Background: an optimization exercise with open tools, aiming at small area. Do not read the settings as production practice.
Only simulation tests tie the RTL to the original design; equivalence was not proved.

Design rgb_to_ycrcb_converter, start of the top module:
module rgb_to_ycrcb_converter
#(
	parameter DATAIN_WIDTH 	= 32,
	parameter DATAOUT_WIDTH = 32
)
(
	input		clk		,
	input		rst		,
	input      	[DATAIN_WIDTH-1:0]	datain	,
	input             		datain_valid	,
	output	reg		datain_ready			,
	output      	[DATAOUT_WIDTH-1:0]	dataout			,
	output  reg           		dataout_valid ,
	input				dataout_ready
);
clock: 10.0 ns
lec_check: 0
cap_margin: 20
core_margin: 2
core_utilization: 40
gpl_timing_driven: 0
slew_margin: 20
synth_hierarchical: 1
standard.sh (not shown) runs the stock make flow with config.mk's settings and CLKGATE_MAP_FILE= SYNTH_SCRIPT=/design/flow/synth_recipe.tcl, a recipe that flattens the netlist after the stock synthesis.
==> flow/flow/run.sh <==
#!/bin/bash
set -euo pipefail
export BUFFER_PORTS_ARGS="-buffer_cell sky130_fd_sc_hd__buf_1"
export REMOVE_ABC_BUFFERS=1
export SKIP_REPAIR_TIE_FANOUT=1
export RECOVER_POWER=100
export CTS_ARGS="-sink_clustering_enable -repair_clock_nets -dont_use_dummy_load"
bash standard.sh finish > standard_flow.log 2>&1
The baseline went through all stages and came out clean.
Rerun with:
--- a/flow/flow/run.sh
+++ b/flow/flow/run.sh
@@ -7 +7 @@
-export CTS_ARGS="-sink_clustering_enable -repair_clock_nets -dont_use_dummy_load"
+export CTS_ARGS="-sink_clustering_enable -repair_clock_nets -dont_use_dummy_load -buf_list sky130_fd_sc_hd__clkbuf_16 -root_buf sky130_fd_sc_hd__clkbuf_16 -sink_clustering_size 60 -sink_clustering_max_diameter 500"
The new run passed the timing, DRC and antenna checks.
Critical path depth is unchanged.
Synthesized area stays the same.
Die area is unchanged.
Maximum frequency came out higher by 0.33%.
Final cell count does not change.
Non-clock buffer count stays the same.
Wire length is about the same.
Cell area is higher by 1.3%.
Clock-buffer cell count does not change.
Rerun with:
==> flow/flow/run.sh (replaced) <==
#!/bin/bash
set -euo pipefail
export BUFFER_PORTS_ARGS="-buffer_cell sky130_fd_sc_hd__buf_1"
export REMOVE_ABC_BUFFERS=1
export SKIP_REPAIR_TIE_FANOUT=1
export RECOVER_POWER=100
export CTS_ARGS="-sink_clustering_enable -repair_clock_nets -dont_use_dummy_load -buf_list sky130_fd_sc_hd__clkbuf_4 -root_buf sky130_fd_sc_hd__clkbuf_8 -sink_clustering_size 10"
bash standard.sh finish > standard_flow.log 2>&1
The changed run ran to the end with no violations; clock skew is higher by 3.4 ps; sequential share of layout area is higher by 0.33 points; utilization is lower by 0.57 points; worst setup slack loses 31 ps; critical path depth stays the same; routed wire length stays flat; sequential cell count is unchanged; final area is lower by about 1.3%; maximum frequency is lower by about 0.33%.


rgb_to_ycrcb_converter again, from the RTL that the note above started with.
export LEC_CHECK = 0
export CAP_MARGIN = 20
export CORE_MARGIN = 2
export CORE_UTILIZATION = 40
export GPL_TIMING_DRIVEN = 0
export SLEW_MARGIN = 20
export SYNTH_HIERARCHICAL = 1
create_clock -name core_clock -period 10.0 [get_ports {clk}]
==> flow/flow/run.sh <==
#!/bin/bash
set -euo pipefail
export BUFFER_PORTS_ARGS="-buffer_cell sky130_fd_sc_hd__buf_1"
export REMOVE_ABC_BUFFERS=1
export SKIP_REPAIR_TIE_FANOUT=1
export CTS_ARGS="-sink_clustering_enable -repair_clock_nets -dont_use_dummy_load"
bash standard.sh finish > standard_flow.log 2>&1
Edit:
==> flow/flow/run.sh (replaced) <==
#!/bin/bash
set -euo pipefail
export BUFFER_PORTS_ARGS="-buffer_cell sky130_fd_sc_hd__buf_1"
export REMOVE_ABC_BUFFERS=1
export CTS_ARGS="-sink_clustering_enable -repair_clock_nets -dont_use_dummy_load -sink_clustering_size 30 -sink_clustering_max_diameter 150"
bash standard.sh finish > standard_flow.log 2>&1
Result: The changed run finished with timing, DRC and antenna clean; synthesized cell count does not change; setup slack gets better by 0.0036 ns; area after synthesis does not change; count of clock-buffer cells in the layout is unchanged; worst hold slack hardly moves; register-to-register slack is better by 0.03 ns; global-route usage goes down by 0.17 points; maximum frequency hardly moves; non-clock buffer count does not change; first-iteration DRC count shrinks by 25%.
Edit:
==> flow/flow/run.sh (replaced) <==
#!/bin/bash
set -euo pipefail
export BUFFER_PORTS_ARGS="-buffer_cell sky130_fd_sc_hd__buf_1"
export REMOVE_ABC_BUFFERS=1
export CTS_ARGS="-sink_clustering_enable -repair_clock_nets -dont_use_dummy_load"
bash standard.sh finish > standard_flow.log 2>&1
Effect: Design area is unchanged. Worst setup slack is unchanged. Routed wire length does not change. Die area does not change. Hold slack is unchanged.
Edit:
==> flow/flow/run.sh (replaced) <==
#!/bin/bash
set -euo pipefail
export BUFFER_PORTS_ARGS="-buffer_cell sky130_fd_sc_hd__buf_1"
export REMOVE_ABC_BUFFERS=1
export SKIP_REPAIR_TIE_FANOUT=1
export RECOVER_POWER=100
export CTS_ARGS="-sink_clustering_enable -repair_clock_nets -dont_use_dummy_load"
bash standard.sh finish > standard_flow.log 2>&1
CORE_UTILIZATION = 65   (was 40)
Hold slack is about the same.
Die area goes down by 37%.
Design area goes down by 2.3%.
Core utilization rises by 27 points.
Maximum frequency came out higher by 0.45%.
Final cell count falls by 14%.
Worst setup slack improves by 0.042 ns.
Via count is lower by 0.99%.
Area after synthesis stays the same.


rgb_to_ycrcb_converter, a different RTL version from the one above (not shown whole).
Size: about 300 cells after synthesis, roughly 70 I/O pins, roughly 4200 um2 of cells after synthesis.
==> flow/config.mk <==
export PLATFORM = sky130hd
export DESIGN_NAME = rgb_to_ycrcb_converter
export DESIGN_NICKNAME = rgb_to_ycrcb_converter
export VERILOG_FILES = /design/flow/design.v
export SDC_FILE = /design/flow/constraint.sdc
export NUM_CORES = 4
export LEC_CHECK = 0
export CAP_MARGIN = 20
export CORE_MARGIN = 2
export CORE_UTILIZATION = 40
export GPL_TIMING_DRIVEN = 0
export SLEW_MARGIN = 20
export SYNTH_HIERARCHICAL = 1
==> flow/constraint.sdc <==
create_clock -name core_clock -period 10.0 [get_ports {clk}]
set_input_delay 2.0000 -clock core_clock [delete_from_list [all_inputs] [get_ports {clk}]]
set_output_delay 2.0000 -clock core_clock [all_outputs]
set_load 0.01 [all_outputs]
==> flow/flow/run.sh <==
#!/bin/bash
set -euo pipefail
export BUFFER_PORTS_ARGS="-buffer_cell sky130_fd_sc_hd__buf_1"
export REMOVE_ABC_BUFFERS=1
export CTS_ARGS="-sink_clustering_enable -repair_clock_nets -dont_use_dummy_load"
bash standard.sh finish > standard_flow.log 2>&1
The starting point finished clean.
Then changed:
==> flow/flow/run.sh (replaced) <==
#!/bin/bash
set -euo pipefail
export BUFFER_PORTS_ARGS="-buffer_cell sky130_fd_sc_hd__buf_1"
bash standard.sh finish > standard_flow.log 2>&1
Settings changed: GPL_TIMING_DRIVEN 0 to not set.
Effect: Design area goes up by 1.1%; sequential cell count stays the same; area after synthesis does not change; maximum frequency barely changes.

[re-timing with driven ports]
Ports are ideal in the flow. The routed layouts listed here were re-timed in OpenROAD.
Step 1 sets driving cells, clkbuf_16 on the clock port and buf_2 on the other inputs (assumed; they add their load-dependent delay and slew).
Step 2 moves the port delays by t, midway between the first and last clock arrival at a register: inputs arrive t later, outputs are due t later. That takes back most of the time a late clock gives input paths.
a / b / c = ideal ports / drivers / drivers and shift; a / b = the first two.
run | t, ns | setup slack, ns | hold WS [ns]
the first run of note 1 | 0.328 | 0.569 / 0.543 / 0.871 | 0.444 / 0.444 / 0.444
the second run of note 1 | 0.317 | 0.601 / 0.567 / 0.884 | 0.441 / 0.441 / 0.441
the third run of note 1 | 0.328 | 0.569 / 0.543 / 0.871 | 0.444 / 0.444 / 0.444
the first run of note 2 | 0.328 | 0.569 / 0.543 / 0.871 | 0.444 / 0.444 / 0.444
the second run of note 2 | 0.324 | 0.573 / 0.547 / 0.871 | 0.442 / 0.442 / 0.442
the third run of note 2 | 0.324 | 0.573 / 0.547 / 0.871 | 0.442 / 0.442 / 0.442
the fourth run of note 2 | 0.320 | 0.615 / 0.588 / 0.908 | 0.441 / 0.441 / 0.441
the first run of note 3 | 0.325 | 0.563 / 0.533 / 0.858 | 0.443 / 0.443 / 0.443
the second run of note 3 | 0.328 | 0.548 / 0.518 / 0.846 | 0.444 / 0.444 / 0.444
After both steps setup and hold are still met in every run listed.
